From an optimization exercise on the open Yosys and OpenROAD flow, aimed at small area; shortcuts taken in it are not production practice.
The RTL was checked by simulation tests, not by an equivalence proof against the original design.
No driver is modelled on the clock port, so clocking that relies on it looks cheaper here than on a real chip.
Power and IR drop assume default switching activity.

File: flow/config.mk
export PLATFORM = sky130hd
export DESIGN_NAME = SMPTE274
export DESIGN_NICKNAME = SMPTE274
export VERILOG_FILES = /design/flow/design.v
export SDC_FILE = /design/flow/constraint.sdc
export NUM_CORES = 4
export LEC_CHECK = 0
export CAP_MARGIN = 20
export CORE_MARGIN = 2
export CORE_UTILIZATION = 40
export PLACE_DENSITY = 0.6
export SLEW_MARGIN = 20
File: flow/constraint.sdc
create_clock -name core_clock -period 13.4 [get_ports {i_CLK_74m25}]
set_input_delay 2.6800 -clock core_clock [delete_from_list [all_inputs] [get_ports {i_CLK_74m25}]]
set_output_delay 2.6800 -clock core_clock [all_outputs]
set_load 0.01 [all_outputs]
File: flow/design.v
`timescale 1ns / 1ps
module crcSMPTE (
	input [17:0] crcIn,
	input [9:0] data,
	output [17:0] crcOut
);
	wire [9:0] t = crcIn[9:0] ^ data;
	assign crcOut[0]  = crcIn[10];
	assign crcOut[1]  = crcIn[11];
	assign crcOut[2]  = crcIn[12];
	assign crcOut[3]  = t[0] ^ crcIn[13];
	assign crcOut[4]  = t[0] ^ t[1] ^ crcIn[14];
	assign crcOut[5]  = t[1] ^ t[2] ^ crcIn[15];
	assign crcOut[6]  = t[2] ^ t[3] ^ crcIn[16];
	assign crcOut[7]  = t[3] ^ t[4] ^ crcIn[17];
	assign crcOut[8]  = t[0] ^ t[4] ^ t[5];
	assign crcOut[9]  = t[1] ^ t[5] ^ t[6];
	assign crcOut[10] = t[2] ^ t[6] ^ t[7];
	assign crcOut[11] = t[3] ^ t[7] ^ t[8];
	assign crcOut[12] = t[4] ^ t[8] ^ t[9];
	assign crcOut[13] = t[5] ^ t[9];
	assign crcOut[14] = t[6];
	assign crcOut[15] = t[7];
	assign crcOut[16] = t[8];
	assign crcOut[17] = t[9];
endmodule
`timescale 1ns / 100ps
module SMPTE274(
  input           i_CLK_74m25,
  input           i_RST_N,
  input           i_EN,
  input  [ 9 : 0] i_data_Y,
  input  [ 9 : 0] i_data_C,
  output [11 : 0] PIX_CNT_o,
  output [10 : 0] LINE_CNT_o,
  output          VSYNC_o,
  output          HSYNC_o,
  output          DATA_RQ_o,
  output [ 9 : 0] Y_data_o,
  output [ 9 : 0] C_data_o
  );
reg  [11 : 0] pix_cnt;
reg  [10 : 0] line_cnt;
reg           running;       
reg           frame;         
reg           V;
reg           vsync;
reg  [ 9 : 0] pdata_Y, pdata_C;
reg  [17 : 0] crc_Y, crc_C;
wire [11 : 0] p = pix_cnt;
wire [10 : 0] l = line_cnt;
wire [12 : 0] pc;
assign pc[0] = running;
genvar i;
generate for (i = 0; i < 12; i = i + 1) begin : g_pc
  assign pc[i+1] = pc[i] & p[i];
end endgenerate
wire pix_end = pc[3] & p[4] & p[7] & p[11];                
wire [11 : 0] pix_sum = p ^ pc[11:0];
wire [11 : 0] pix_clr = {pix_end, 3'b000, pix_end, 2'b00, pix_end, pix_end, 3'b000};
always @(negedge i_CLK_74m25 or negedge i_RST_N)
  if (!i_RST_N)
    pix_cnt <= 0;
  else
    pix_cnt <= pix_sum & ~pix_clr;
wire [11 : 0] lc;
assign lc[0] = 1'b1;
generate for (i = 0; i < 11; i = i + 1) begin : g_lc
  assign lc[i+1] = lc[i] & l[i];
end endgenerate
wire [10 : 0] line_inc = l ^ lc[10:0];      
wire line_end  = l[10] & l[6] & l[5] & l[2] & l[0];        
wire [10 : 0] line_clr = {line_end, 3'b000, line_end, line_end, 2'b00, line_end, 1'b0, line_end};
always @(posedge i_CLK_74m25 or negedge i_RST_N)
  if (!i_RST_N)
    line_cnt <= 0;
  else if (pix_end)
    line_cnt <= line_inc;
  else
    line_cnt <= l & ~line_clr;
wire hi      = p[11];                         
wire top     = &p[10:7];                      
wire sav     = hi & p[7] & p[4] & p[2];       
wire q_lo    = ~|p[6:3];                      
wire eav     = ~hi & top & q_lo & ~p[2];      
wire lncrc   = ~hi & top & q_lo &  p[2];      
wire trs     = eav | sav;                     
wire data    = ~hi & ~top;                    
wire blank   = ~data & ~trs & ~lncrc;         
wire s_3ff   = trs & ~p[1] & ~p[0];
wire s_xyz   = trs &  p[1] &  p[0];
wire x_eav   = s_xyz & ~hi;                   
wire s_ln0   = lncrc & ~p[1] & ~p[0];
wire s_ln1   = lncrc & ~p[1] &  p[0];
wire s_crc0  = lncrc &  p[1] & ~p[0];
wire s_crc1  = lncrc &  p[1] &  p[0];
wire line_41   = l[5] & l[3] & l[0];
wire line_1121 = l[10] & l[6] & l[5] & l[0];
always @(posedge i_CLK_74m25 or negedge i_RST_N)
  if (!i_RST_N) begin
    running      <= 1'b0;
    frame        <= 1'b0;
    V            <= 1'b0;
    vsync        <= 1'b0;
  end else begin
    running      <= running | i_EN;
    frame        <= line_41 | (frame & ~line_1121);
    V            <= ~frame;       
    vsync        <= V;
  end
wire crc_clr = ~|p[10:0];
assign DATA_RQ_o = data & ~crc_clr & ~V;
assign HSYNC_o = hi | (top & |p[6:0]);        
wire [17:0] crcOut_Y, crcOut_C;
crcSMPTE CRC_Y (.crcIn(crc_Y), .data(pdata_Y), .crcOut(crcOut_Y));
crcSMPTE CRC_C (.crcIn(crc_C), .data(pdata_C), .crcOut(crcOut_C));
always @(posedge i_CLK_74m25) begin
  crc_Y <= crcOut_Y & ~{18{crc_clr}};
  crc_C <= crcOut_C & ~{18{crc_clr}};
end
wire vh = x_eav ^ (s_xyz & V);                
wire xv = s_xyz & V;
wire [9:0] cw;
assign cw[0] = s_3ff;
assign cw[1] = s_3ff;
assign cw[2] = s_3ff | vh    | s_ln0 & line_inc[0] | s_ln1 & line_inc[7];
assign cw[3] = s_3ff | xv    | s_ln0 & line_inc[1] | s_ln1 & line_inc[8];
assign cw[4] = s_3ff | x_eav | s_ln0 & line_inc[2] | s_ln1 & line_inc[9];
assign cw[5] = s_3ff | vh    | s_ln0 & line_inc[3] | s_ln1 & line_inc[10];
assign cw[6] = s_3ff | x_eav | s_ln0 & line_inc[4];
assign cw[7] = s_3ff | xv    | s_ln0 & line_inc[5];
assign cw[8] = s_3ff |         s_ln0 & line_inc[6];
assign cw[9] = s_3ff | s_xyz | s_ln0 & ~line_inc[6] | s_ln1;
wire [9:0] crc0_Y = {~crcOut_Y[8], crcOut_Y[8:0]};
wire [9:0] crc0_C = {~crcOut_C[8], crcOut_C[8:0]};
wire [9:0] crc1_Y = {~crc_Y[17], crc_Y[17:9]};
wire [9:0] crc1_C = {~crc_C[17], crc_C[17:9]};
wire [9:0] w_Y = {10{data}} & i_data_Y | {10{s_crc0}} & crc0_Y | {10{s_crc1}} & crc1_Y
               | cw | {3'b000, blank, 6'b000000};                   
wire [9:0] w_C = {10{data}} & i_data_C | {10{s_crc0}} & crc0_C | {10{s_crc1}} & crc1_C
               | cw | {blank, 9'b000000000};                        
always @(posedge i_CLK_74m25 or negedge i_RST_N)
  if (!i_RST_N) begin
    pdata_Y <= 0;
    pdata_C <= 0;
  end else begin
    pdata_Y <= w_Y;
    pdata_C <= w_C;
  end
assign PIX_CNT_o  = pix_cnt;
assign LINE_CNT_o = line_cnt;
assign Y_data_o   = pdata_Y;
assign C_data_o   = pdata_C;
assign VSYNC_o    = vsync;
endmodule
File: flow/flow/run.sh
#!/bin/bash
# Own layout flow: the standard flow (standard.sh) with
#  - an area-oriented ABC script for the combinational mapping (the registers
#    come from the same synthesis steps as before, untouched by ABC),
#  - the smallest buffer for the port buffers,
#  - a clock tree of few buffers (flow/cts_args).
# Each tool's log stays where ORFS writes it (orfs/logs/...); make's output is in flow.log.
set -euo pipefail
W=$PWD
cat > "$W/flow_synth.tcl" <<TCL
proc abc {args} {
  set i [lsearch -exact \$args -script]
  if {\$i >= 0} { lset args [expr {\$i+1}] {$W/flow/area.abc} }
  yosys abc {*}\$args
}
source {$W/synth_recipe.tcl}
TCL
sed -e "s#SYNTH_SCRIPT=[^ ]*#SYNTH_SCRIPT=$W/flow_synth.tcl#" standard.sh > flow_standard.sh
grep -q "SYNTH_SCRIPT=$W/flow_synth.tcl" flow_standard.sh
export BUFFER_PORTS_ARGS="-buffer_cell sky130_fd_sc_hd__buf_1"
if [[ -s flow/cts_args ]]; then export CTS_ARGS="$(cat flow/cts_args)"; fi
bash flow_standard.sh "$@" > "$W/flow.log" 2>&1
File: flow/flow/area.abc
strash
&get -n
&deepsyn -T 20
&put
strash
&get -n
&dch -f
&nf -a
&put
File: flow/flow/cts_args
-sink_clustering_enable -repair_clock_nets -dont_use_dummy_load
File: flow/standard.sh
#!/bin/bash
# synth_recipe.tcl (not shown) runs the flow's synth.tcl, then flattens the netlist and writes it again
# the make line also repeats each setting of config.mk as NAME=value (left out here)
make -C /OpenROAD-flow-scripts/flow DESIGN_CONFIG=/design/flow/config.mk WORK_HOME=/design/flow/orfs CLKGATE_MAP_FILE= SYNTH_SCRIPT=/design/flow/synth_recipe.tcl "${@:-finish}"
==> results of run 1 <==
-- sequential cells by signal (all words and copies together) (netlist names) --
| register | flops |
|---|---|
| vsync | 1 |
| crc_C | 18 |
| V | 1 |
| pix_cnt | 12 |
| pdata_C | 10 |
| running | 1 |
| frame | 1 |
| pdata_Y | 10 |
| line_cnt | 11 |
| crc_Y | 18 |
-- cell usage after synthesis (4+ instances only) --
cell                       number  area, um^2
sky130_fd_sc_hd__nor2_1        45         169
sky130_fd_sc_hd__dfxtp_1       36         721
sky130_fd_sc_hd__xnor2_1       36         315
sky130_fd_sc_hd__dfrtp_1       35         876
sky130_fd_sc_hd__nand2_1       34         128
sky130_fd_sc_hd__ha_1          20         250
sky130_fd_sc_hd__xor2_1        18         158
sky130_fd_sc_hd__nor2b_1       13        81.3
sky130_fd_sc_hd__dfrtn_1       12         300
sky130_fd_sc_hd__nand3_1       12        60.1
sky130_fd_sc_hd__nand4_1       12        75.1
sky130_fd_sc_hd__a22oi_1        9        67.6
sky130_fd_sc_hd__a21oi_1        7        35.0
sky130_fd_sc_hd__o21ai_0        7        35.0
sky130_fd_sc_hd__a22o_1         6        52.6
sky130_fd_sc_hd__clkinv_1       6        22.5
sky130_fd_sc_hd__mux2_1         4        45.0
-- final cells by class --
cell class	instances	area (um^2)	area share [%]
Timing Repair Buffer	72	287	6.84
Multi-Input combinational cell	256	1720	41.1
Tap cell	108	135	3.23
Inverter	6	22.5	0.538
Clock buffer	9	124	2.96
Sequential cell	83	1900	45.3
-- cells by family (layout without fill, tap and decap cells) --
kind of cell    count (synthesis)  in the layout  synth area share, %
compound gates                 46             46                 9.13
fa+ha+maj                      20             20                 6.86
xor+xnor                       54             54                 13.0
flops                          83             83                 52.0
simple gates                  132            132                 17.0
buf+inv                         7             87                0.824
mux                             4              4                 1.24
-- report_power, final --
part	total, mW	internal (mW)	switching [mW]
Clock	0.138	0.0602	0.0783
Sequential	0.380	0.329	0.0512
Combinational	0.318	0.148	0.171
Total	0.837	0.537	0.300
-- per-stage QoR --
stage / cells / utilization [%] / hold WS (ps) / instance area, um^2
2_1_floorplan: 346 / - / 395 / 3650
3_3_place_gp: 525 / 46.4 / 451 / 4060
3_5_place_dp: 525 / 46.4 / 457 / 4060
4_1_cts: 534 / 47.8 / 475 / 4190
5_1_grt: 534 / 47.8 / 481 / 4190
6_report: 534 / 47.8 / 470 / 4190
-- worst max-delay path by stage --
stage	startpoint	end	slack, ps	cells past startpoint
floorplan	pix_cnt[4]$_DFF_NN0_	DATA_RQ_o	1830	4
global placement	pix_cnt[4]$_DFF_NN0_	DATA_RQ_o	2500	5
finish	pix_cnt[4]$_DFF_NN0_	DATA_RQ_o	2030	5
detailed placement	pix_cnt[4]$_DFF_NN0_	DATA_RQ_o	2400	5
global route	pix_cnt[4]$_DFF_NN0_	DATA_RQ_o	1810	5
CTS	pix_cnt[4]$_DFF_NN0_	DATA_RQ_o	2000	5
-- layer usage --
| metal | vias up | wire, um | GRT usage, % |
|---|---|---|---|
| li1 | 1374 | - | - |
| met1 | 1330 | 4210 | 25.6 |
| met2 | 71 | 4150 | 29.9 |
| met3 | 13 | 483 | 5.97 |
| met4 | 0 | 172 | 6.22 |
| met5 | - | 0 | 0 |
==> flow_summary.toml, run 1 <==
[worst_hold_path]
hold_start = "frame$_DFF_PN0_"
timing.hold.worst.class = "flip-flop to flip-flop"
hold_path_end = "V$_DFF_PN0_"
worst_hold_path.num_cells = 1

[logic_synthesis]
synthCells = 346
asyncSetResetFlopFracSynth_pct = 56.6
synth-main-ff-cell = "sky130_fd_sc_hd__dfxtp_1"
syn-mean-instance-area_um2 = 10.5
synth-seq-area-share_pct = 52.0
synth_area_mm2 = 0.00365
synth_enable_flop_cells = 0
yosys.cell_types.count = 34
synth.net_count = 389
ff_latch_count_synth = 83
yosys_warnings = 1

[floorplan]
chipHeight_um = 99.5
die-width_um = 99.5
number_of_i_o_pins = 69
floorplan.initialDensity_pct = 41.6
die_area_mm2 = 0.00989
core_area_mm2 = 0.00876
rows = 34

[timing]
timing.clock.skew_ps = 26.9
number_of_endpoints_with_negative_hold_slack_in_the_final_report = 0
timing.final.setup_violations = 0
drv_slew = 0
unrepaired_setup_endpoints_after_global_routing = "no"
setup-tns-final_ps = 0
tightest_slew_ps = 767
slew_headroom_pct = 48.2
setup_ws_ps = 2030

[cts]
tritoncts_clock_tree = "built"
number_of_buffers_on_the_longest_clock_path = 2
clock_sink_count = 83
cts.reportedPaths.clkPinSlew_ps = 70
insertion_delay_ps = 350
clock-root-buffer = "sky130_fd_sc_hd__clkbuf_8"
tritoncts.num_buffers = 9
post_cts_resized = 0
post-cts-setup-buffer-count = 0
number_of_h_tree_branching_levels = 3
post_cts_hold_fix_bufs = 0

[power_and_ir_drop]
vdd_ir_drop_max_mv = 0.102
power_per_cell_area_mw_per_mm2 = 200
design_power_total_mw = 0.837
total_leakage_power_nw = 1.87

[worst_setup_path]
worstSetupPathType = "flip-flop to output port"
critical_path.reg2reg.endpoint = "pdata_Y[2]$_DFF_PN0_"
worstPathBufferInverterCount = 1
cp_top_family = "simple AND/OR/NAND/NOR gates"
reg2reg_slack_ps = 3810
rr_startpoint = "pix_cnt[4]$_DFF_NN0_"
critical_path.endpoint_type = "output port"
reg2reg_depth = 6
critical_path.most_common_cell = "sky130_fd_sc_hd__nor4_1"
type_of_element_launching_the_critical_path = "flip-flop"
largest_driver_fanout_on_the_critical_path = 7
critical_path.max_stage_delay_ps = 510
worst-endpoint-required_ps = 10720
critical_path.slowest_cell = "sky130_fd_sc_hd__nor4_1"
crit_path_cell_trace = "nor4_1 -> nand3_1 -> nor2_2 -> nor4_1 -> buf_1"
worst_ep_arrival_time_ps = 8690

[routing]
detail_route.iter0.violations = 82
drc = 0
detail_route.wirelength_um = 9020
wl_per_cell_um = 16.9
via_per_inst = 5.22
dr.pass1.iters = 4
detail-route-antenna-nets = 0
via_count = 2788

[run]
max_cap_violations = 0

[global_route]
first_pass_grt_wire_length_um = 14600
groute.usage.overall_pct = 19.2
number_of_global_route_vias_before_repair = 2881
grt_max_degree = 48
global_route.overflow_total = 0
initial_antenna_violation_count = 0

[outcome]
outcome = "complete, no violations"

[finish]
post_route_cells_drive_above_1_share_pct = 3.52
fillerInstances = 851
num-nets-final = 471
synthToLayoutAreaGrowth_pct = 14.8
final_common_cell = "sky130_fd_sc_hd__buf_1"
antennaDiodeCount = 0
final_cell_mix = "67 x sky130_fd_sc_hd__buf_1, 44 x sky130_fd_sc_hd__nor2_1, 36 x sky130_fd_sc_hd__xnor2_1, 36 x sky130_fd_sc_hd__dfxtp_1, 35 x sky130_fd_sc_hd__dfrtp_1"

[placed_design]
detail_placement_hpwl_um = 6650
dp_worst_setup_slack_ps = 2400
routabilityCongestion = 0.825
placement.io_buffers = 68
==> inputs of run 2 (changes only) <==
==> flow/flow/area.abc (replaced) <==
strash
&get -n
&deepsyn -T 20
&put
strash
&get -n
&dch -f
&nf -a -p -R 1000 -F 8 -A 8
&put
--- a/flow/config.mk
+++ b/flow/config.mk
@@ -9,4 +9,4 @@
 export CORE_MARGIN = 2
-export CORE_UTILIZATION = 40
-export PLACE_DENSITY = 0.6
+export CORE_UTILIZATION = 75
+export PLACE_DENSITY = 0.85
 export SLEW_MARGIN = 20
==> run 2 against run 1 <==
Largest power group unchanged; count of clock-buffer cells in the layout stayed put; via count is 3.9% higher; sequential power hardly changed; critical path depth is 2 higher; still clean on timing, DRC and antenna; hold slack better by 15 ps; final cell count is 11% lower; global-route usage is 14 points higher.
==> flow_summary.toml, run 2 <==
[logic_synthesis]
synthCells = 341
syn-mean-instance-area_um2 = 10.6
synth_area_mm2 = 0.00363
synth-main-ff-cell = "sky130_fd_sc_hd__dfxtp_1"
synth.net_count = 384
yosys.cell_types.count = 32
yosysMostFrequentCell = "sky130_fd_sc_hd__nor2_1"
ff_latch_count_synth = 83
yosys_warnings = 1
synth-seq-area-share_pct = 52.3
synth_top_cells_by_count = "47 x sky130_fd_sc_hd__nor2_1, 37 x sky130_fd_sc_hd__xnor2_1, 36 x sky130_fd_sc_hd__dfxtp_1"
asyncSetResetFlopFracSynth_pct = 56.6
synthDominantCellAreaShare_pct = 24.2
synth_enable_flop_cells = 0
synth_area_leader_cell = "sky130_fd_sc_hd__dfrtp_1"
synth.top_cells.by_area = "sky130_fd_sc_hd__dfrtp_1 24%, sky130_fd_sc_hd__dfxtp_1 20%, sky130_fd_sc_hd__xnor2_1 8.9%"

[routing]
detail_route.iter0.violations = 219
via_count = 2896
via_per_inst = 6.11
drc = 0
detail_route.wirelength_um = 8410
dr.pass1.iters = 5
met3_wirelength_um = 462
met2WireLength_um = 4270
detail_route.wirelength.met1_um = 3390
dr.max_layer_used = "met4"
detail-route-antenna-nets = 0
wl_per_cell_um = 17.7

[power_and_ir_drop]
power_per_cell_area_mw_per_mm2 = 205
power.combinational.fraction_pct = 38.5
switching_power_mw = 0.305
vdd_ir_drop_max_mv = 0.121
total_leakage_power_nw = 1.85
power.internal_mw = 0.535
power_switching_share_pct = 36.3
seq_power_share_pct = 45.5
power.clock.fraction_pct = 16.0

[run]
max_cap_violations = 0

[cts]
post_cts_resized = 0
tritoncts_clock_tree = "built"
tritoncts.num_buffers = 9
post-cts-setup-buffer-count = 0
post_cts_hold_fix_bufs = 0
insertion_delay_ps = 350
cts.reportedPaths.clkPinSlew_ps = 50
number_of_h_tree_branching_levels = 3
number_of_buffers_on_the_longest_clock_path = 2
clock-root-buffer = "sky130_fd_sc_hd__clkbuf_8"
clock_sink_count = 83

[placed_design]
detail_placement_hpwl_um = 6030
routabilityCongestion = 0.853
placement.io_buffers = 68
dp_worst_setup_slack_ps = 2060

[floorplan]
die-width_um = 73.5
floorplan.initialDensity_pct = 77.3
core_area_mm2 = 0.00469
rows = 25
number_of_i_o_pins = 69
die_area_mm2 = 0.00541
chipHeight_um = 73.5

[timing]
tightest_slew_ps = 979
slew_headroom_pct = 34.7
unrepaired_setup_endpoints_after_global_routing = "no"
setup-tns-final_ps = 0
timing.final.setup_violations = 0
timing.clock.skew_ps = 27.5
number_of_endpoints_with_negative_hold_slack_in_the_final_report = 0
setup_ws_ps = 1650
finalHoldWorstSlack_ps = 485
drv_slew = 0

[worst_setup_path]
worst-endpoint-required_ps = 10720
largest_driver_fanout_on_the_critical_path = 31
critical_path.endpoint_type = "output port"
worst_ep_arrival_time_ps = 9070
worstSetupPathType = "flip-flop to output port"
type_of_element_launching_the_critical_path = "flip-flop"

[finish]
multi_input_area_mm2 = 0.00171
biggestRegsByFlops = "crc_C (18), crc_Y (18), pix_cnt (12)"
antennaDiodeCount = 0
synthToLayoutAreaGrowth_pct = 12.9
num-nets-final = 465
post_route_cells_drive_above_1_share_pct = 3.57
fillerInstances = 257
final_cell_mix = "67 x sky130_fd_sc_hd__buf_1, 45 x sky130_fd_sc_hd__nor2_1, 37 x sky130_fd_sc_hd__xnor2_1"
seqCellArea_mm2 = 0.00190
final_common_cell = "sky130_fd_sc_hd__buf_1"

[global_route]
groute.usage.overall_pct = 33.6
number_of_global_route_vias_before_repair = 2853
global_route.overflow_total = 0
grt_max_degree = 48
first_pass_grt_wire_length_um = 13300
initial_antenna_violation_count = 0

[outcome]
outcome = "complete, no violations"

[worst_hold_path]
timing.hold.worst.class = "flip-flop to flip-flop"
## run 2: cell families (layout without fill, tap and decap cells)
group | count (synthesis) | count (layout) | synth area share (%)
simple gates | 126 | 126 | 16.0
flops | 83 | 83 | 52.3
xor+xnor | 54 | 54 | 13.0
compound gates | 48 | 48 | 9.73
fa+ha+maj | 20 | 20 | 6.90
buf+inv | 6 | 85 | 0.725
mux | 4 | 4 | 1.24
## run 2: final timing paths
path,slack (ps),from,cells past startpoint,end
hold / removal,490,pix_cnt[5]$_DFF_NN0_,1,pix_cnt[5]$_DFF_NN0_
setup / recovery,1650,pix_cnt[4]$_DFF_NN0_,7,DATA_RQ_o
setup reg to reg,3640,pix_cnt[4]$_DFF_NN0_,6,pdata_C[5]$_DFF_PN0_
max in group asynchronous,3910,i_RST_N,2,pix_cnt[6]$_DFF_NN0_
hold reg to reg,490,pix_cnt[5]$_DFF_NN0_,1,pix_cnt[5]$_DFF_NN0_
min in group asynchronous,2410,i_RST_N,2,line_cnt[1]$_DFFE_PN0P_
## run 2: area by class of cell
cell class                 instances  share of cell area (%)
tap                               54                    1.65
clock buffer                       9                    3.03
multi-input combinational        252                    41.7
timing repair buffer              71                    6.82
inverter                           5                   0.458
sequential                        83                    46.3
## run 2: layer usage
metal	up-vias	GRT usage [%]
li1	1351	-
met1	1390	42.9
met2	130	54.5
met3	25	5.76
met4	0	18.6
met5	-	0
## run 2: power by group through the flow
stage	Combinational (mW)	Sequential, mW	Clock [mW]
after global routing	0.358	0.390	0.145
after global placement	0.302	0.380	0
after detailed placement	0.314	0.385	0
after CTS	0.321	0.381	0.135
after floorplan	0.237	0.380	0
final	0.323	0.382	0.135
## run 2: per-stage QoR
step	total power, mW	std cells	utilization [%]	cell area (um^2)
finish	0.840	474	87.3	4090
global route	0.893	474	87.3	4090
CTS	0.837	474	87.2	4090
detailed placement	0.699	465	84.6	3970
global placement	0.682	465	84.6	3970
floorplan	0.617	341	-	3630
## run 2: critical path, cell delays in order, from the launching register on
cell                      delay (ps)
sky130_fd_sc_hd__dfrtn_1         410
sky130_fd_sc_hd__or4_1           620
sky130_fd_sc_hd__nor2_1          200
sky130_fd_sc_hd__nand2_1         130
sky130_fd_sc_hd__nor2_2          110
sky130_fd_sc_hd__buf_4           320
sky130_fd_sc_hd__nor3b_1          90
sky130_fd_sc_hd__buf_1           140
==> inputs of run 3 (changes only) <==
--- a/flow/flow/run.sh
+++ b/flow/flow/run.sh
@@ -21,2 +21,3 @@
 if [[ -s flow/cts_args ]]; then export CTS_ARGS="$(cat flow/cts_args)"; fi
+if [[ -s flow/clock_tree.tcl ]]; then export PRE_CTS_TCL="$W/flow/clock_tree.tcl"; fi
 bash flow_standard.sh "$@" > "$W/flow.log" 2>&1
==> flow/flow/clock_tree.tcl (new file) <==
# Clock tree by hand: the registers in NLEAF groups by location, each group
# driven by one LEAF buffer at its centre, the leaves by one ROOT buffer.
proc my_clock_tree {nleaf leaf root} {
  set block [ord::get_db_block]
  set dbu [$block getDbUnitsPerMicron]
  set clk [$block findNet i_CLK_74m25]
  set pts {}
  foreach it [$clk getITerms] {
    set b [[$it getInst] getBBox]
    lappend pts [list [expr {([$b xMin] + [$b xMax]) / 2.0 / $dbu}] [expr {([$b yMin] + [$b yMax]) / 2.0 / $dbu}] [[$it getInst] getName]/[[$it getMTerm] getName]]
  }
  # k-means with a deterministic start: sinks sorted by angle around the centre
  set n [llength $pts]
  set cx 0; set cy 0
  foreach p $pts { set cx [expr {$cx + [lindex $p 0]}]; set cy [expr {$cy + [lindex $p 1]}] }
  set cx [expr {$cx / $n}]; set cy [expr {$cy / $n}]
  set cent {}
  for {set k 0} {$k < $nleaf} {incr k} {
    set a [expr {2 * 3.14159265 * ($k + 0.5) / $nleaf}]
    lappend cent [list [expr {$cx + 20 * cos($a)}] [expr {$cy + 20 * sin($a)}]]
  }
  for {set iter 0} {$iter < 50} {incr iter} {
    set groups {}
    for {set k 0} {$k < $nleaf} {incr k} { lappend groups {} }
    foreach p $pts {
      set best 0; set bd 1e18
      for {set k 0} {$k < $nleaf} {incr k} {
        set c [lindex $cent $k]
        set d [expr {abs([lindex $p 0] - [lindex $c 0]) + abs([lindex $p 1] - [lindex $c 1])}]
        if {$d < $bd} { set bd $d; set best $k }
      }
      lset groups $best [concat [lindex $groups $best] [list $p]]
    }
    set newc {}
    for {set k 0} {$k < $nleaf} {incr k} {
      set g [lindex $groups $k]
      if {[llength $g] == 0} { lappend newc [lindex $cent $k]; continue }
      set sx 0; set sy 0
      foreach p $g { set sx [expr {$sx + [lindex $p 0]}]; set sy [expr {$sy + [lindex $p 1]}] }
      lappend newc [list [expr {$sx / [llength $g]}] [expr {$sy / [llength $g]}]]
    }
    set cent $newc
  }
  for {set k 0} {$k < $nleaf} {incr k} {
    set g [lindex $groups $k]
    if {[llength $g] == 0} continue
    set pins {}
    foreach p $g { lappend pins [get_pins [lindex $p 2]] }
    set c [lindex $cent $k]
    puts "clock leaf $k: [llength $g] sinks at $c"
    insert_buffer -buffer_cell $leaf -net i_CLK_74m25 -load_pins $pins -location $c -buffer_name clkbuf_leaf_$k -net_name clknet_leaf_$k
  }
  insert_buffer -buffer_cell $root -net i_CLK_74m25 -location [list $cx $cy] -buffer_name clkbuf_root -net_name clknet_root
}
my_clock_tree 6 sky130_fd_sc_hd__clkbuf_8 sky130_fd_sc_hd__clkbuf_2
==> run 3 against run 2 <==
Synthesized area stayed put; utilization is 0.77 points lower; register-to-register slack better by 50 ps; synthesized cell count stayed put; design area is 0.89% lower; global-route usage is 1.6 points lower; sequential cell count stayed put; critical path type unchanged; hold slack worse by 12 ps; combinational power hardly changed; first-iteration DRC count is 17% lower; sequential share of layout area is 0.41 points higher; sequential power hardly changed.
==> flow_summary.toml, run 3 <==
[power_and_ir_drop]
total_leakage_power_nw = 1.83
design_power_total_mw = 0.817
power_per_cell_area_mw_per_mm2 = 201
vdd_ir_drop_max_mv = 0.137

[logic_synthesis]
synth_area_mm2 = 0.00363
yosys_warnings = 1
synth_enable_flop_cells = 0
synth.net_count = 384
synthDominantCellAreaShare_pct = 24.2
synth_top_cells_by_count = "47 x sky130_fd_sc_hd__nor2_1, 37 x sky130_fd_sc_hd__xnor2_1, 36 x sky130_fd_sc_hd__dfxtp_1"
synth_area_leader_cell = "sky130_fd_sc_hd__dfrtp_1"
synthCells = 341
synth-main-ff-cell = "sky130_fd_sc_hd__dfxtp_1"
ff_latch_count_synth = 83
asyncSetResetFlopFracSynth_pct = 56.6
synth.top_cells.by_area = "sky130_fd_sc_hd__dfrtp_1 24%, sky130_fd_sc_hd__dfxtp_1 20%, sky130_fd_sc_hd__xnor2_1 8.9%"
synth-seq-area-share_pct = 52.3
yosysMostFrequentCell = "sky130_fd_sc_hd__nor2_1"
syn-mean-instance-area_um2 = 10.6
yosys.cell_types.count = 32

[global_route]
global_route.overflow_total = 0
grt_max_degree = 48
first_pass_grt_wire_length_um = 13300
initial_antenna_violation_count = 0
number_of_global_route_vias_before_repair = 2812
groute.usage.overall_pct = 32.1

[floorplan]
core_area_mm2 = 0.00469
number_of_i_o_pins = 69
chipHeight_um = 73.5
floorplan.initialDensity_pct = 77.3
rows = 25
die-width_um = 73.5
die_area_mm2 = 0.00541

[worst_hold_path]
timing.hold.worst.class = "flip-flop to flip-flop"

[cts]
post-cts-setup-buffer-count = 0
post_cts_hold_fix_bufs = 0
insertion_delay_ps = 510
post_cts_resized = 0
cts.reportedPaths.clkPinSlew_ps = 80

[worst_setup_path]
critical_path.endpoint_type = "output port"
largest_driver_fanout_on_the_critical_path = 31
rr_startpoint = "pix_cnt[4]$_DFF_NN0_"
type_of_element_launching_the_critical_path = "flip-flop"
critical_path.reg2reg.endpoint = "pdata_C[5]$_DFF_PN0_"
worstSetupPathType = "flip-flop to output port"
critical_path.endpoint = "DATA_RQ_o"
worst-endpoint-required_ps = 10720
reg2reg_depth = 6
worst_ep_arrival_time_ps = 9170
reg2reg_slack_ps = 3690
timing.critical_path.from = "pix_cnt[4]$_DFF_NN0_"

[finish]
num-nets-final = 463
antennaDiodeCount = 0
final_common_cell = "sky130_fd_sc_hd__buf_1"
post_route_cells_drive_above_1_share_pct = 3.11
layout.cell_area.non_filler_mm2 = 0.00406
synthToLayoutAreaGrowth_pct = 11.9
final_cell_mix = "67 x sky130_fd_sc_hd__buf_1, 45 x sky130_fd_sc_hd__nor2_1, 37 x sky130_fd_sc_hd__xnor2_1"
biggestRegsByFlops = "crc_C (18), crc_Y (18), pix_cnt (12)"

[timing]
tightest_slew_ps = 1000
timing.final.setup_violations = 0
number_of_endpoints_with_negative_hold_slack_in_the_final_report = 0
unrepaired_setup_endpoints_after_global_routing = "no"
slew_headroom_pct = 33.1
drv_slew = 0
timing.clock.skew_ps = 62.8
setup-tns-final_ps = 0

[placed_design]
detail_placement_hpwl_um = 6030
placement.io_buffers = 68
dpl-instance-area_mm2 = 0.00397
routabilityCongestion = 0.853

[routing]
detail_route.wirelength_um = 8390
detail-route-antenna-nets = 0
detail_route.iter0.violations = 182
via_count = 2870
drc = 0
dr.pass1.iters = 4
via_per_inst = 6.08
wl_per_cell_um = 17.8

[outcome]
outcome = "complete, no violations"

[run]
max_cap_violations = 0
==> run 3: cell counts after synthesis <==
Identical to the previous run, type by type.
==> run 3: cells by family after synthesis <==
group	Yosys count	synth area share, %
fa+ha+maj	20	6.90
simple gates	126	16.0
flops	83	52.3
compound gates	48	9.73
mux	4	1.24
xor+xnor	54	13.0
buf+inv	6	0.725
==> run 3: worst min-delay path by stage <==
stage | startpoint | depth (start not counted) | slack [ps] | endpoint
3_3_place_gp | frame$_DFF_PN0_ | 1 | 430 | V$_DFF_PN0_
4_1_cts | frame$_DFF_PN0_ | 1 | 460 | V$_DFF_PN0_
5_1_grt | frame$_DFF_PN0_ | 1 | 480 | V$_DFF_PN0_
6_report | frame$_DFF_PN0_ | 1 | 470 | V$_DFF_PN0_
2_1_floorplan | V$_DFF_PN0_ | 0 | 400 | vsync$_DFF_PN0_
3_5_place_dp | frame$_DFF_PN0_ | 1 | 450 | V$_DFF_PN0_
==> run 3: layout make-up <==
| cell class | instances | area, um^2 |
|---|---|---|
| flip-flops and latches | 83 | 1900 |
| fillers | 272 | 634 |
| inverters | 5 | 18.8 |
| well taps | 54 | 67.6 |
| multi-input cells | 252 | 1710 |
| repair buffers | 71 | 279 |
==> run 3: critical path, cell delays in order (launching register included) <==
cell and delay (ps):
sky130_fd_sc_hd__dfrtn_1 420, sky130_fd_sc_hd__or4_1 620, sky130_fd_sc_hd__nor2_1 180, sky130_fd_sc_hd__nand2_1 120, sky130_fd_sc_hd__nor2_2 110, sky130_fd_sc_hd__buf_4 320
sky130_fd_sc_hd__nor3b_1 100, sky130_fd_sc_hd__buf_1 140
==> run 3: metal layers <==
layer	wire length [um]	share of wire, %	GRT usage, %
met5	0	0	0
met4	275	3.3	11.5
met3	616	7.3	4.12
met2	4250	51	55.0
met1	3260	39	41.8
==> run 3: stage by stage <==
stage	util [%]	setup WS [ps]	hold WS, ps	cells
detailed placement	84.6	2060	452	465
CTS	86.4	2060	456	472
finish	86.5	1550	474	472
floorplan	-	1610	403	341
global placement	84.6	2160	427	465
global route	86.5	1410	480	472
==> run 3: power breakdown <==
part	leakage, nW	total (mW)	switching [mW]	internal (mW)
logic	0.900	0.322	0.176	0.146
registers	0.884	0.382	0.0537	0.328
clock network	0.0473	0.113	0.0718	0.0413
total	1.83	0.817	0.301	0.516
==> inputs of run 4 (changes only) <==
--- a/flow/flow/run.sh
+++ b/flow/flow/run.sh
@@ -5,3 +5,7 @@
 #  - the smallest buffer for the port buffers,
-#  - a clock tree of few buffers (flow/cts_args).
+#  - no half-adder extraction before ABC (ADDER_MAP_FILE empty), so ABC maps
+#    the counters with the rest of the logic,
+#  - a clock tree built by hand before CTS (flow/clock_tree.tcl: the registers
+#    in six groups by location, a clkbuf_8 for each group, one root buffer);
+#    TritonCTS then finds the clock already buffered and leaves it as it is.
 # Each tool's log stays where ORFS writes it (orfs/logs/...); make's output is in flow.log.
@@ -19,4 +23,4 @@
 grep -q "SYNTH_SCRIPT=$W/flow_synth.tcl" flow_standard.sh
+export ADDER_MAP_FILE=
 export BUFFER_PORTS_ARGS="-buffer_cell sky130_fd_sc_hd__buf_1"
-if [[ -s flow/cts_args ]]; then export CTS_ARGS="$(cat flow/cts_args)"; fi
 if [[ -s flow/clock_tree.tcl ]]; then export PRE_CTS_TCL="$W/flow/clock_tree.tcl"; fi
removed: flow/flow/cts_args
==> run 4 against run 3 <==
Still clean; hold slack got worse by 25 ps; die area fell by 0.56%; worst setup slack improved by 630 ps; synthesized area fell by 0.59%; synthesized cell count rose by 5.3%; sequential cell count did not move; routed wire length fell by 1.8%; critical endpoint is now HSYNC_o; highest routed layer unchanged.
==> flow_summary.toml, run 4 <==
[outcome]
outcome = "complete, no violations"

[power_and_ir_drop]
power_per_cell_area_mw_per_mm2 = 204
power_switching_share_pct = 36.5
power.clock.fraction_pct = 13.7
power.internal_mw = 0.524
switching_power_mw = 0.301
power.combinational.fraction_pct = 39.7
vdd_ir_drop_max_mv = 0.132
total_leakage_power_nw = 1.66
seq_power_share_pct = 46.6

[routing]
drc = 0
via_count = 2958
via_per_inst = 6.01
dr.pass1.iters = 5
wl_per_cell_um = 16.8
detail-route-antenna-nets = 0
detail_route.wirelength_um = 8240
detail_route.iter0.violations = 194

[cts]
post-cts-setup-buffer-count = 0
post_cts_resized = 0
cts.reportedPaths.clkPinSlew_ps = 80
post_cts_hold_fix_bufs = 0
insertion_delay_ps = 480

[worst_setup_path]
worstSetupPathType = "flip-flop to output port"
type_of_element_launching_the_critical_path = "flip-flop"
worst_ep_arrival_time_ps = 8550
critical_path.endpoint_type = "output port"
largest_driver_fanout_on_the_critical_path = 22
worst-endpoint-required_ps = 10720

[logic_synthesis]
syn-mean-instance-area_um2 = 10.0
synthCells = 359
synth.top_cells.by_area = "sky130_fd_sc_hd__dfrtp_1 24%, sky130_fd_sc_hd__dfxtp_1 20%, sky130_fd_sc_hd__xnor2_1 10%"
synth_top_cells_by_count = "52 x sky130_fd_sc_hd__nand2_1, 43 x sky130_fd_sc_hd__xnor2_1, 36 x sky130_fd_sc_hd__dfxtp_1"
yosys.cell_types.count = 37
synth_enable_flop_cells = 0
synth-main-ff-cell = "sky130_fd_sc_hd__dfxtp_1"
synth_area_mm2 = 0.00360
asyncSetResetFlopFracSynth_pct = 56.6
synth.net_count = 382
synth_area_leader_cell = "sky130_fd_sc_hd__dfrtp_1"
ff_latch_count_synth = 83
synth-seq-area-share_pct = 52.6
synthDominantCellAreaShare_pct = 24.3
yosys_warnings = 1
yosysMostFrequentCell = "sky130_fd_sc_hd__nand2_1"

[placed_design]
placement.io_buffers = 68
routabilityCongestion = 0.864
detail_placement_hpwl_um = 5940
dp_worst_setup_slack_ps = 2630

[timing]
drv_slew = 0
timing.clock.skew_ps = 68.3
unrepaired_setup_endpoints_after_global_routing = "no"
tightest_slew_ps = 816
slew_headroom_pct = 45.4
timing.final.setup_violations = 0
setup_ws_ps = 2170
number_of_endpoints_with_negative_hold_slack_in_the_final_report = 0
setup-tns-final_ps = 0

[floorplan]
core_area_mm2 = 0.00469
rows = 25
number_of_i_o_pins = 69
floorplan.initialDensity_pct = 76.8
die_area_mm2 = 0.00538
die-width_um = 73.3
chipHeight_um = 73.3

[global_route]
initial_antenna_violation_count = 0
first_pass_grt_wire_length_um = 13000
groute.usage.overall_pct = 30.6
use_met1_pct = 41.1
number_of_global_route_vias_before_repair = 2806
gr-max-usage-layer = "met2"
grt_max_degree = 48
use_met3_pct = 3.02
global_route.usage.met2_pct = 53.4
global_route.overflow_total = 0

[finish]
post_route_cells_drive_above_1_share_pct = 2.97
num-nets-final = 463
antennaDiodeCount = 0
synthToLayoutAreaGrowth_pct = 12.3
final_cell_mix = "67 x sky130_fd_sc_hd__buf_1, 52 x sky130_fd_sc_hd__nand2_1, 43 x sky130_fd_sc_hd__xnor2_1"
final_common_cell = "sky130_fd_sc_hd__buf_1"
biggestRegsByFlops = "crc_C (18), crc_Y (18), pix_cnt (12)"

[run]
max_cap_violations = 0

[worst_hold_path]
timing.hold.worst.class = "flip-flop to flip-flop"
[run 4: cell types whose count changed after synthesis, moves of 5 or more]
cell	before	now
sky130_fd_sc_hd__a21oi_1	7	14
sky130_fd_sc_hd__a221o_1	6	0
sky130_fd_sc_hd__and2_0	6	1
sky130_fd_sc_hd__ha_1	20	0
sky130_fd_sc_hd__nand2_1	32	52
sky130_fd_sc_hd__nand3_1	10	17
sky130_fd_sc_hd__nor2_1	47	27
sky130_fd_sc_hd__nor2b_1	16	26
sky130_fd_sc_hd__o21ai_0	9	17
sky130_fd_sc_hd__xnor2_1	37	43
sky130_fd_sc_hd__xor2_1	17	22
[run 4: stage by stage]
step | hold slack (ps) | util (%) | instance area (um^2) | power, mW | instances
2_1_floorplan | 407 | - | 3600 | 0.629 | 359
3_3_place_gp | 443 | 84.2 | 3950 | 0.687 | 484
3_5_place_dp | 442 | 84.2 | 3950 | 0.708 | 484
4_1_cts | 445 | 86.1 | 4040 | 0.799 | 491
5_1_grt | 465 | 86.2 | 4050 | 0.873 | 492
6_report | 449 | 86.2 | 4050 | 0.825 | 492
[run 4: path summary, 6_finish.rpt]
check / start / end / slack (ps) / cells after the start
setup / recovery: pix_cnt[8]$_DFF_NN0_ / HSYNC_o / 2170 / 5
hold reg to reg: frame$_DFF_PN0_ / V$_DFF_PN0_ / 450 / 1
min in group asynchronous: i_RST_N / running$_DFF_PN0_ / 2280 / 2
hold / removal: frame$_DFF_PN0_ / V$_DFF_PN0_ / 450 / 1
setup reg to reg: pix_cnt[4]$_DFF_NN0_ / pdata_C[3]$_DFF_PN0_ / 4170 / 8
max in group asynchronous: i_RST_N / pix_cnt[11]$_DFF_NN0_ / 4040 / 2
[run 4: logic make-up (layout without fill, tap and decap cells)]
kind of cell              after synthesis  in the layout  share of synthesized area [%]
AOI/OAI and AO/OA                      58             58                           10.5
muxes                                   4              4                           1.25
DFF                                    83             83                           52.6
and+or+nand+nor                       146            146                           19.4
xor gates and xnor gates               65             65                           15.8
buffers and inverters                   3             82                          0.417
[run 4: area by class of cell]
cell class                      count  area [um^2]
Multi-Input combinational cell    273         1690
Inverter                            2         7.51
Timing Repair Buffer               73          294
Fill cell                         270          646
Sequential cell                    83         1900
Tap cell                           54         67.6
[run 4: critical path, stage by stage, from the launching register on]
cell	delay, ps
sky130_fd_sc_hd__dfrtn_1	490
sky130_fd_sc_hd__and4_1	320
sky130_fd_sc_hd__nor2_1	70
sky130_fd_sc_hd__buf_4	230
sky130_fd_sc_hd__a21oi_1	150
sky130_fd_sc_hd__buf_1	170
[run 4: power by group through the flow]
stage / Sequential [mW] / Clock (mW) / Combinational, mW
after global placement: 0.383 / 0 / 0.304
after CTS: 0.389 / 0.0863 / 0.323
after floorplan: 0.383 / 0 / 0.246
final: 0.384 / 0.113 / 0.327
after global routing: 0.393 / 0.122 / 0.359
after detailed placement: 0.389 / 0 / 0.319
[run 4: per-layer routing]
| layer | up-vias | share of wire [%] |
|---|---|---|
| li1 | 1395 | - |
| met4 | 0 | 2.2 |
| met3 | 20 | 6.7 |
| met1 | 1403 | 42 |
| met5 | - | 0 |
| met2 | 140 | 49 |
==> inputs of run 5 (changes only) <==
--- a/flow/design.v
+++ b/flow/design.v
@@ -4,5 +4,6 @@
 	input [9:0] data,
+	input mask,
 	output [17:0] crcOut
 );
-	wire [9:0] t = crcIn[9:0] ^ data;
+	wire [9:0] t = (crcIn[9:0] ^ data) & ~{10{mask}};
 	assign crcOut[0]  = crcIn[10];
@@ -113,8 +114,11 @@
 assign HSYNC_o = hi | (top & |p[6:0]);        
+wire crc_m = pix_end | crc_clr;
 wire [17:0] crcOut_Y, crcOut_C;
-crcSMPTE CRC_Y (.crcIn(crc_Y), .data(pdata_Y), .crcOut(crcOut_Y));
-crcSMPTE CRC_C (.crcIn(crc_C), .data(pdata_C), .crcOut(crcOut_C));
+wire [17:0] crcv_Y = {crc_Y[17:13], ~crc_Y[12:10], crc_Y[9:0]};
+wire [17:0] crcv_C = {crc_C[17:13], ~crc_C[12:10], crc_C[9:0]};
+crcSMPTE CRC_Y (.crcIn(crcv_Y), .data(pdata_Y), .mask(crc_m), .crcOut(crcOut_Y));
+crcSMPTE CRC_C (.crcIn(crcv_C), .data(pdata_C), .mask(crc_m), .crcOut(crcOut_C));
 always @(posedge i_CLK_74m25) begin
-  crc_Y <= crcOut_Y & ~{18{crc_clr}};
-  crc_C <= crcOut_C & ~{18{crc_clr}};
+  crc_Y <= {crcOut_Y[17:13], ~crcOut_Y[12:10], crcOut_Y[9:8], crcOut_Y[7:0] & ~{8{crc_clr}}};
+  crc_C <= {crcOut_C[17:13], ~crcOut_C[12:10], crcOut_C[9:8], crcOut_C[7:0] & ~{8{crc_clr}}};
 end
@@ -135,4 +139,4 @@
 wire [9:0] crc0_C = {~crcOut_C[8], crcOut_C[8:0]};
-wire [9:0] crc1_Y = {~crc_Y[17], crc_Y[17:9]};
-wire [9:0] crc1_C = {~crc_C[17], crc_C[17:9]};
+wire [9:0] crc1_Y = {~crcv_Y[17], crcv_Y[17:9]};
+wire [9:0] crc1_C = {~crcv_C[17], crcv_C[17:9]};
 wire [9:0] w_Y = {10{data}} & i_data_Y | {10{s_crc0}} & crc0_Y | {10{s_crc1}} & crc1_Y
--- a/flow/flow/area.abc
+++ b/flow/flow/area.abc
@@ -9 +9,6 @@
 &put
+strash
+&get -n
+&dch -f
+&nf -a -p -R 1000 -F 8 -A 8
+&put
==> run 5 against run 4 <==
Clock power about the same; routed wire length up 11%; via count up 7.3%; design area fell by 2.2%; sequential cell count is the same; hold slack worse by 31 ps; first-iteration DRC count increased by 65%; critical path type unchanged; critical endpoint is now DATA_RQ_o; largest cell class unchanged.
==> flow_summary.toml, run 5 <==
[power_and_ir_drop]
vdd_ir_drop_max_mv = 0.154
total_leakage_power_nw = 1.61
power.combinational.fraction_pct = 38.6
power_switching_share_pct = 39.0
seq_power_share_pct = 47.4
power.internal_mw = 0.498
power.clock.fraction_pct = 14.0
power_per_cell_area_mw_per_mm2 = 206
switching_power_mw = 0.318

[timing]
slew_headroom_pct = 45.3
tightest_slew_ps = 820
setup-tns-final_ps = 0
timing.final.setup_violations = 0
number_of_endpoints_with_negative_hold_slack_in_the_final_report = 0
finalHoldWorstSlack_ps = 418
timing.clock.skew_ps = 76.8
drv_slew = 0
unrepaired_setup_endpoints_after_global_routing = "no"

[logic_synthesis]
synth_top_cells_by_count = "39 x sky130_fd_sc_hd__nand2_1, 36 x sky130_fd_sc_hd__dfxtp_1, 35 x sky130_fd_sc_hd__dfrtp_1"
yosys.area_share.adder_pct = 0
synth_enable_flop_cells = 0
synth_area_leader_cell = "sky130_fd_sc_hd__dfrtp_1"
yosys.area_share.simple_pct = 14.2
asyncSetResetFlopFracSynth_pct = 56.6
syn-mean-instance-area_um2 = 9.99
synth.top_cells.by_area = "sky130_fd_sc_hd__dfrtp_1 25%, sky130_fd_sc_hd__dfxtp_1 20%, sky130_fd_sc_hd__dfrtn_1 8.5%"
yosys.cell_types.count = 37
synthCells = 353
synth-seq-area-share_pct = 53.8
synth_xor_area_share_pct = 13.7
synth-main-ff-cell = "sky130_fd_sc_hd__dfxtp_1"
dominant_combinational_cell_family_by_area_after_synthesis = "compound AO/OA/AOI/OAI gates"
synthDominantCellAreaShare_pct = 24.8
ff_latch_count_synth = 83
synth.net_count = 376
synth_area_mm2 = 0.00353
yosys_warnings = 1
yosys-mux-area-fraction_pct = 0
yosysMostFrequentCell = "sky130_fd_sc_hd__nand2_1"
synth_compound_area_share_pct = 16.7

[placed_design]
dp.cells = 475
routabilityCongestion = 0.853
placement.io_buffers = 68
detail_placement_hpwl_um = 6240

[floorplan]
die_area_mm2 = 0.00527
die-width_um = 72.6
rows = 24
core_area_mm2 = 0.00444
chipHeight_um = 72.6
floorplan.initialDensity_pct = 79.3
number_of_i_o_pins = 69

[cts]
insertion_delay_ps = 510
post_cts_hold_fix_bufs = 0
post-cts-setup-buffer-count = 0
post_cts_resized = 0
cts.reportedPaths.clkPinSlew_ps = 100

[routing]
dr.pass1.iters = 5
via_count = 3174
detail_route.iter0.violations = 320
via_per_inst = 6.59
detail_route.wirelength_um = 9130
drc = 0
wl_per_cell_um = 18.9
detail-route-antenna-nets = 0

[worst_setup_path]
timing.critical_path.from = "pix_cnt[4]$_DFF_NN0_"
critical_path.max_stage_delay_ps = 710
rr_startpoint = "pix_cnt[4]$_DFF_NN0_"
worst_ep_arrival_time_ps = 9240
type_of_element_launching_the_critical_path = "flip-flop"
critical_path.endpoint_type = "output port"
worstSetupPathType = "flip-flop to output port"
worst-endpoint-required_ps = 10720
largest_driver_fanout_on_the_critical_path = 18
crit_path_cell_trace = "or4_1 -> nor2_1 -> and3_1 -> nor3b_1 -> buf_1"
critical_path.slowest_cell = "sky130_fd_sc_hd__and3_1"

[finish]
fillerInstances = 220
biggestRegsByFlops = "crc_C (18), crc_Y (18), pix_cnt (12)"
antennaDiodeCount = 0
final_cell_mix = "67 x sky130_fd_sc_hd__buf_1, 39 x sky130_fd_sc_hd__nand2_1, 36 x sky130_fd_sc_hd__dfxtp_1"
num-nets-final = 455
non_filler_instances = 482
synthToLayoutAreaGrowth_pct = 12.2
final_common_cell = "sky130_fd_sc_hd__buf_1"
seqCellArea_mm2 = 0.00190
final_core_utilization_pct = 89.0
multi_input_area_mm2 = 0.00158
post_route_cells_drive_above_1_share_pct = 2.79

[global_route]
global_route.overflow_total = 0
grt_max_degree = 48
groute.usage.overall_pct = 35.5
first_pass_grt_wire_length_um = 14600
initial_antenna_violation_count = 0
number_of_global_route_vias_before_repair = 3206

[worst_hold_path]
hold_start = "V$_DFF_PN0_"
timing.hold.worst.class = "flip-flop to flip-flop"

[run]
max_cap_violations = 0

[outcome]
outcome = "complete, no violations"
## run 5: area by class of cell
class                           count  share of cell area (%)
Multi-Input combinational cell    256                    39.9
Tap cell                           52                    1.64
Timing Repair Buffer               71                    7.05
Inverter                           13                    1.23
Sequential cell                    83                    47.9
## run 5: path summary, 6_finish.rpt
path / to / slack [ps] / cells past startpoint
setup / recovery: DATA_RQ_o / 1480 / 5
hold / removal: vsync$_DFF_PN0_ / 420 / 0
setup reg to reg: pdata_Y[5]$_DFF_PN0_ / 3260 / 10
hold reg to reg: vsync$_DFF_PN0_ / 420 / 0
max in group asynchronous: pix_cnt[5]$_DFF_NN0_ / 4030 / 2
min in group asynchronous: pdata_C[8]$_DFF_PN0_ / 2270 / 2
## run 5: critical path, delay by kind of cell, from the launching register on
kind	cells	cell delay, ps
AND/OR/NAND/NOR	4	1520
flip-flops	1	420
buffers and inverters	1	160
## run 5: kinds of logic (layout without fill, tap and decap cells)
logic type | after synthesis | after routing
flip-flops | 83 | 83
buffers and inverters | 14 | 91
AND/OR/NAND/NOR | 109 | 109
XOR/XNOR | 55 | 55
AO/OA/AOI/OAI | 92 | 92
## run 5: per-layer routing
metal  wire length, um  track usage [%]  share of wire [%]  up-vias
met5                 0                0                  0        -
met4               302             13.6                3.3        0
met3               701             4.03                7.7       38
met2              4590             61.8                 50      179
met1              3540             45.6                 39     1546
li1                  -                -                  -     1411
## run 5: power groups by stage
stage | combinational [mW] | clock, mW | sequential [mW]
5_1_grt | 0.341 | 0.122 | 0.394
2_1_floorplan | 0.226 | 0 | 0.383
4_1_cts | 0.306 | 0.0863 | 0.391
3_5_place_dp | 0.297 | 0 | 0.390
3_3_place_gp | 0.286 | 0 | 0.382
6_report | 0.315 | 0.114 | 0.387
## run 5: per-stage QoR
stage	total power, mW	area (um^2)	setup WS (ps)
global placement	0.669	3860	2090
floorplan	0.608	3530	2380
CTS	0.783	3950	2010
finish	0.816	3960	1480
global route	0.857	3960	1370
detailed placement	0.687	3860	2020
==> inputs of run 6 (changes only) <==
==> flow/flow/clock_tree.tcl (replaced) <==
# Clock tree by hand: the registers split into NLEAF groups of near-equal size
# by recursive bisection across the longer side of their bounding box; each
# group is driven by one LEAF buffer at its centre, the leaves by one ROOT
# buffer at the centre of all registers.
proc my_split {pts k} {
  if {$k <= 1} { return [list $pts] }
  set xs {}; set ys {}
  foreach p $pts { lappend xs [lindex $p 0]; lappend ys [lindex $p 1] }
  set xs [lsort -real $xs]; set ys [lsort -real $ys]
  set axis [expr {([lindex $xs end] - [lindex $xs 0]) >= ([lindex $ys end] - [lindex $ys 0]) ? 0 : 1}]
  set sorted [lsort -real -index $axis $pts]
  set k1 [expr {$k / 2}]
  set n1 [expr {int(round([llength $pts] * double($k1) / $k))}]
  return [concat [my_split [lrange $sorted 0 [expr {$n1 - 1}]] $k1] \
                 [my_split [lrange $sorted $n1 end] [expr {$k - $k1}]]]
}
proc my_clock_tree {nleaf leaf root} {
  set block [ord::get_db_block]
  set dbu [$block getDbUnitsPerMicron]
  set clk [$block findNet i_CLK_74m25]
  set pts {}
  foreach it [$clk getITerms] {
    set b [[$it getInst] getBBox]
    lappend pts [list [expr {([$b xMin] + [$b xMax]) / 2.0 / $dbu}] \
                      [expr {([$b yMin] + [$b yMax]) / 2.0 / $dbu}] \
                      [[$it getInst] getName]/[[$it getMTerm] getName]]
  }
  set pts [lsort -index 2 $pts]
  set cx 0; set cy 0
  foreach p $pts { set cx [expr {$cx + [lindex $p 0]}]; set cy [expr {$cy + [lindex $p 1]}] }
  set cx [expr {$cx / [llength $pts]}]; set cy [expr {$cy / [llength $pts]}]
  set k 0
  foreach g [my_split $pts $nleaf] {
    set pins {}; set sx 0; set sy 0
    foreach p $g {
      lappend pins [get_pins [lindex $p 2]]
      set sx [expr {$sx + [lindex $p 0]}]; set sy [expr {$sy + [lindex $p 1]}]
    }
    set c [list [expr {$sx / [llength $g]}] [expr {$sy / [llength $g]}]]
    puts "clock leaf $k: [llength $g] sinks at $c"
    insert_buffer -buffer_cell $leaf -net i_CLK_74m25 -load_pins $pins -location $c \
      -buffer_name clkbuf_leaf_$k -net_name clknet_leaf_$k
    incr k
  }
  insert_buffer -buffer_cell $root -net i_CLK_74m25 -location [list $cx $cy] \
    -buffer_name clkbuf_root -net_name clknet_root
}
my_clock_tree 5 sky130_fd_sc_hd__clkbuf_8 sky130_fd_sc_hd__clkbuf_2
==> run 6 against run 5 <==
First-iteration DRC count fell by 2.8%; highest routed layer unchanged; largest power group unchanged; sequential power hardly changed; still clean; global-route usage shrank 0.58 points; die area stayed put.
==> flow_summary.toml, run 6 <==
[outcome]
outcome = "complete, no violations"

[power_and_ir_drop]
power_per_cell_area_mw_per_mm2 = 204
total_leakage_power_nw = 1.60
vdd_ir_drop_max_mv = 0.127

[routing]
detail_route.iter0.violations = 311
dr.pass1.iters = 5
wl_per_cell_um = 18.5
detail-route-antenna-nets = 0
drc = 0
via_per_inst = 6.54
detail_route.wirelength_um = 8910
via_count = 3145

[global_route]
number_of_global_route_vias_before_repair = 3186
initial_antenna_violation_count = 0
first_pass_grt_wire_length_um = 14500
groute.usage.overall_pct = 34.9
global_route.overflow_total = 0
grt_max_degree = 48

[logic_synthesis]
syn-mean-instance-area_um2 = 9.99
synth_enable_flop_cells = 0
synth-main-ff-cell = "sky130_fd_sc_hd__dfxtp_1"
ff_latch_count_synth = 83
synth_area_leader_cell = "sky130_fd_sc_hd__dfrtp_1"
yosysMostFrequentCell = "sky130_fd_sc_hd__nand2_1"
synth.net_count = 376
yosys_warnings = 1
synthDominantCellAreaShare_pct = 24.8
synth-seq-area-share_pct = 53.8
asyncSetResetFlopFracSynth_pct = 56.6
synth.top_cells.by_area = "sky130_fd_sc_hd__dfrtp_1 25%, sky130_fd_sc_hd__dfxtp_1 20%, sky130_fd_sc_hd__dfrtn_1 8.5%"
synth_top_cells_by_count = "39 x sky130_fd_sc_hd__nand2_1, 36 x sky130_fd_sc_hd__dfxtp_1, 35 x sky130_fd_sc_hd__dfrtp_1"
synth_area_mm2 = 0.00353
synthCells = 353
yosys.cell_types.count = 37

[cts]
post_cts_resized = 0
post-cts-setup-buffer-count = 0
insertion_delay_ps = 480
post_cts_hold_fix_bufs = 0
cts.reportedPaths.clkPinSlew_ps = 70

[timing]
slew_headroom_pct = 47.2
finalHoldWorstSlack_ps = 447
timing.clock.skew_ps = 55.1
unrepaired_setup_endpoints_after_global_routing = "no"
drv_slew = 0
tightest_slew_ps = 792
setup-tns-final_ps = 0
timing.final.setup_violations = 0
setup_ws_ps = 1510
number_of_endpoints_with_negative_hold_slack_in_the_final_report = 0

[floorplan]
number_of_i_o_pins = 69
die_area_mm2 = 0.00527
chipHeight_um = 72.6
rows = 24
floorplan.initialDensity_pct = 79.3
die-width_um = 72.6
core_area_mm2 = 0.00444

[worst_setup_path]
type_of_element_launching_the_critical_path = "flip-flop"
worstSetupPathType = "flip-flop to output port"
critical_path.endpoint_type = "output port"
worst_ep_arrival_time_ps = 9210
worst-endpoint-required_ps = 10720
largest_driver_fanout_on_the_critical_path = 18

[finish]
final_cell_mix = "67 x sky130_fd_sc_hd__buf_1, 39 x sky130_fd_sc_hd__nand2_1, 36 x sky130_fd_sc_hd__dfxtp_1"
synthToLayoutAreaGrowth_pct = 11.8
biggestRegsByFlops = "crc_C (18), crc_Y (18), pix_cnt (12)"
post_route_cells_drive_above_1_share_pct = 2.56
num-nets-final = 454
final_common_cell = "sky130_fd_sc_hd__buf_1"
antennaDiodeCount = 0
non_filler_instances = 481

[run]
max_cap_violations = 0

[placed_design]
dp.cells = 475
routabilityCongestion = 0.853
dp_worst_setup_slack_ps = 2020
placement.io_buffers = 68
detail_placement_hpwl_um = 6240

[worst_hold_path]
timing.hold.worst.class = "flip-flop to flip-flop"
## run 6: cell counts after synthesis
No cell type changed its count.
## run 6: cell type report
class	count	area [um^2]
Fill cell	232	502
Inverter	13	48.8
Multi-Input combinational cell	256	1580
Sequential cell	83	1900
Tap cell	52	65.1
Timing Repair Buffer	71	279
## run 6: report_power, final
| group | leakage, nW | switching [mW] | internal (mW) |
|---|---|---|---|
| clock | 0.0401 | 0.0712 | 0.0351 |
| combinational | 0.680 | 0.183 | 0.127 |
| sequential | 0.881 | 0.0576 | 0.330 |
## run 6: per-layer routing
| metal | up-vias | wire length [um] | GRT usage, % |
|---|---|---|---|
| met4 | 0 | 271 | 13.8 |
| met5 | - | 0 | 0 |
| met1 | 1511 | 3450 | 45.4 |
| li1 | 1404 | - | - |
| met3 | 37 | 772 | 4.17 |
| met2 | 193 | 4430 | 59.9 |
## run 6: worst paths after layout
kind                                           start                   end  slack (ps)  depth (start not counted)
worst min-delay path            pix_cnt[6]$_DFF_NN0_  pix_cnt[6]$_DFF_NN0_         450                          1
worst max register to register  pix_cnt[4]$_DFF_NN0_  pdata_C[5]$_DFF_PN0_        3170                         10
max in group asynchronous                    i_RST_N  pix_cnt[2]$_DFF_NN0_        4030                          2
min in group asynchronous                    i_RST_N  pdata_Y[0]$_DFF_PN0_        2290                          2
worst max-delay path            pix_cnt[4]$_DFF_NN0_             DATA_RQ_o        1510                          5
worst min register to register  pix_cnt[6]$_DFF_NN0_  pix_cnt[6]$_DFF_NN0_         450                          1
## run 6: cells by family after synthesis
kind of cell	after synthesis	synth area share, %
DFF	83	53.8
buffers and inverters	14	1.60
AOI/OAI and AO/OA	92	16.7
xor gates and xnor gates	55	13.7
and+or+nand+nor	109	14.2
## run 6: worst max-delay path: stages (launching register included)
cell and delay (ps):
sky130_fd_sc_hd__dfrtn_1 420, sky130_fd_sc_hd__or4_1 550, sky130_fd_sc_hd__nor2_1 150, sky130_fd_sc_hd__and3_1 690, sky130_fd_sc_hd__nor3b_1 100, sky130_fd_sc_hd__buf_1 160
## run 6: through the flow
step / area [um^2] / power (mW) / util (%)
floorplan: 3530 / 0.608 / -
global placement: 3860 / 0.669 / 86.9
detailed placement: 3860 / 0.687 / 86.9
CTS: 3940 / 0.773 / 88.6
global route: 3940 / 0.847 / 88.7
finish: 3940 / 0.804 / 88.7
==> inputs of run 7 (changes only) <==
--- a/flow/config.mk
+++ b/flow/config.mk
@@ -10,2 +10,3 @@
 export CORE_UTILIZATION = 75
+export GPL_TIMING_DRIVEN = 0
 export PLACE_DENSITY = 0.85
==> run 7 against run 6 <==
Critical path type unchanged; sequential cell count did not move; via count fell by 1.4%; worst setup slack gained 6.1 ps; routed wire length decreased by 0.65%; utilization rose by 0.17 points; synthesized cell count unchanged.
==> flow_summary.toml, run 7 <==
[worst_setup_path]
worst-endpoint-required_ps = 10720
largest_driver_fanout_on_the_critical_path = 18
critical_path.endpoint_type = "output port"
worst_ep_arrival_time_ps = 9210
critical_path.slowest_cell = "sky130_fd_sc_hd__and3_1"
critical_path.max_stage_delay_ps = 700
timing.critical_path.from = "pix_cnt[4]$_DFF_NN0_"
type_of_element_launching_the_critical_path = "flip-flop"
crit_path_cell_trace = "or4_1 -> nor2_1 -> and3_1 -> nor3b_1 -> buf_1"
worstSetupPathType = "flip-flop to output port"
rr_startpoint = "pix_cnt[4]$_DFF_NN0_"

[floorplan]
rows = 24
core_area_mm2 = 0.00444
number_of_i_o_pins = 69
floorplan.initialDensity_pct = 79.3
chipHeight_um = 72.6
die-width_um = 72.6
die_area_mm2 = 0.00527

[logic_synthesis]
synth_enable_flop_cells = 0
synthDominantCellAreaShare_pct = 24.8
yosysMostFrequentCell = "sky130_fd_sc_hd__nand2_1"
ff_latch_count_synth = 83
synth-seq-area-share_pct = 53.8
synthCells = 353
synth-main-ff-cell = "sky130_fd_sc_hd__dfxtp_1"
synth.net_count = 376
asyncSetResetFlopFracSynth_pct = 56.6
synth.top_cells.by_area = "sky130_fd_sc_hd__dfrtp_1 25%, sky130_fd_sc_hd__dfxtp_1 20%, sky130_fd_sc_hd__dfrtn_1 8.5%"
synth_area_leader_cell = "sky130_fd_sc_hd__dfrtp_1"
syn-mean-instance-area_um2 = 9.99
synth_area_mm2 = 0.00353
yosys.cell_types.count = 37
yosys_warnings = 1
synth_top_cells_by_count = "39 x sky130_fd_sc_hd__nand2_1, 36 x sky130_fd_sc_hd__dfxtp_1, 35 x sky130_fd_sc_hd__dfrtp_1"

[timing]
timing.final.setup_violations = 0
setup-tns-final_ps = 0
unrepaired_setup_endpoints_after_global_routing = "no"
setup_ws_ps = 1510
timing.clock.skew_ps = 54.0
tightest_slew_ps = 969
drv_slew = 0
slew_headroom_pct = 35.4
number_of_endpoints_with_negative_hold_slack_in_the_final_report = 0

[routing]
detail_route.wirelength_um = 8860
via_count = 3100
detail_route.iter0.violations = 296
via_per_inst = 6.46
drc = 0
wl_per_cell_um = 18.5
detail-route-antenna-nets = 0
dr.pass1.iters = 5

[power_and_ir_drop]
design_power_total_mw = 0.800
vdd_ir_drop_max_mv = 0.130
total_leakage_power_nw = 1.60
power_per_cell_area_mw_per_mm2 = 202

[cts]
post_cts_resized = 0
cts.reportedPaths.clkPinSlew_ps = 90
post-cts-setup-buffer-count = 0
post_cts_hold_fix_bufs = 0
insertion_delay_ps = 460

[finish]
num-nets-final = 453
fillerInstances = 232
post_route_cells_drive_above_1_share_pct = 2.57
antennaDiodeCount = 0
non_filler_instances = 480
synthToLayoutAreaGrowth_pct = 12.0
final_cell_mix = "67 x sky130_fd_sc_hd__buf_1, 39 x sky130_fd_sc_hd__nand2_1, 36 x sky130_fd_sc_hd__dfxtp_1"
final_common_cell = "sky130_fd_sc_hd__buf_1"
biggestRegsByFlops = "crc_C (18), crc_Y (18), pix_cnt (12)"

[placed_design]
placement.io_buffers = 68
dp_worst_setup_slack_ps = 2020
routabilityCongestion = 0.839
detail_placement_hpwl_um = 6350
dp.cells = 474

[worst_hold_path]
hold_start = "crc_Y[10]$_DFF_P_"
timing.hold.worst.class = "flip-flop to flip-flop"

[global_route]
number_of_global_route_vias_before_repair = 2944
global_route.overflow_total = 0
groute.usage.overall_pct = 33.8
grt_max_degree = 26
initial_antenna_violation_count = 0
first_pass_grt_wire_length_um = 14000

[run]
max_cap_violations = 0

[outcome]
outcome = "complete, no violations"
## run 7: worst paths after layout
| kind | end | slack [ps] | cells past startpoint |
|---|---|---|---|
| worst min-delay path | crc_Y[0]$_DFF_P_ | 450 | 1 |
| max in group asynchronous | pix_cnt[6]$_DFF_NN0_ | 4000 | 2 |
| min in group asynchronous | pdata_Y[7]$_DFF_PN0_ | 2200 | 1 |
| worst min register to register | crc_Y[0]$_DFF_P_ | 450 | 1 |
| worst max-delay path | DATA_RQ_o | 1510 | 5 |
| worst max register to register | pdata_C[5]$_DFF_PN0_ | 3240 | 10 |
## run 7: cell families after synthesis
family                 after synthesis  synth area share [%]
buffers and inverters               14                  1.60
AND/OR/NAND/NOR                    109                  14.2
AO/OA/AOI/OAI                       92                  16.7
XOR/XNOR                            55                  13.7
flip-flops                          83                  53.8
## run 7: layout make-up
| type | count | area (um^2) | share of cell area [%] |
|---|---|---|---|
| multi-input cells | 256 | 1580 | 40.0 |
| inverters | 13 | 48.8 | 1.24 |
| plain buffers | 1 | 7.51 | 0.190 |
| repair buffers | 69 | 277 | 7.00 |
| well taps | 52 | 65.1 | 1.65 |
| flip-flops and latches | 83 | 1900 | 48.0 |
## run 7: worst max-delay path: cells and delay by family (launching register included)
kind | cells | cell delay (ps)
buffers and inverters | 1 | 160
DFF | 1 | 420
and+or+nand+nor | 4 | 1500
## run 7: layer usage
layer  vias up  GRT usage (%)  wire [um]
li1       1404              -          -
met1      1497           44.5       3480
met2       169           60.3       4470
met3        30           2.92        656
met4         0           8.85        243
met5         -              0          0
## run 7: metrics by stage
| step | util (%) | hold slack, ps | instance area (um^2) |
|---|---|---|---|
| after floorplan | - | 395 | 3530 |
| after global placement | 86.5 | 423 | 3850 |
| after detailed placement | 87.0 | 426 | 3870 |
| after CTS | 88.7 | 428 | 3940 |
| after global routing | 88.9 | 461 | 3950 |
| final | 88.9 | 447 | 3950 |
## run 7: power by group
part | total, mW | switching (mW) | internal, mW | leakage [nW]
logic | 0.307 | 0.180 | 0.127 | 0.683
clock network | 0.106 | 0.0710 | 0.0352 | 0.0401
registers | 0.387 | 0.0573 | 0.329 | 0.881
total | 0.800 | 0.308 | 0.492 | 1.60
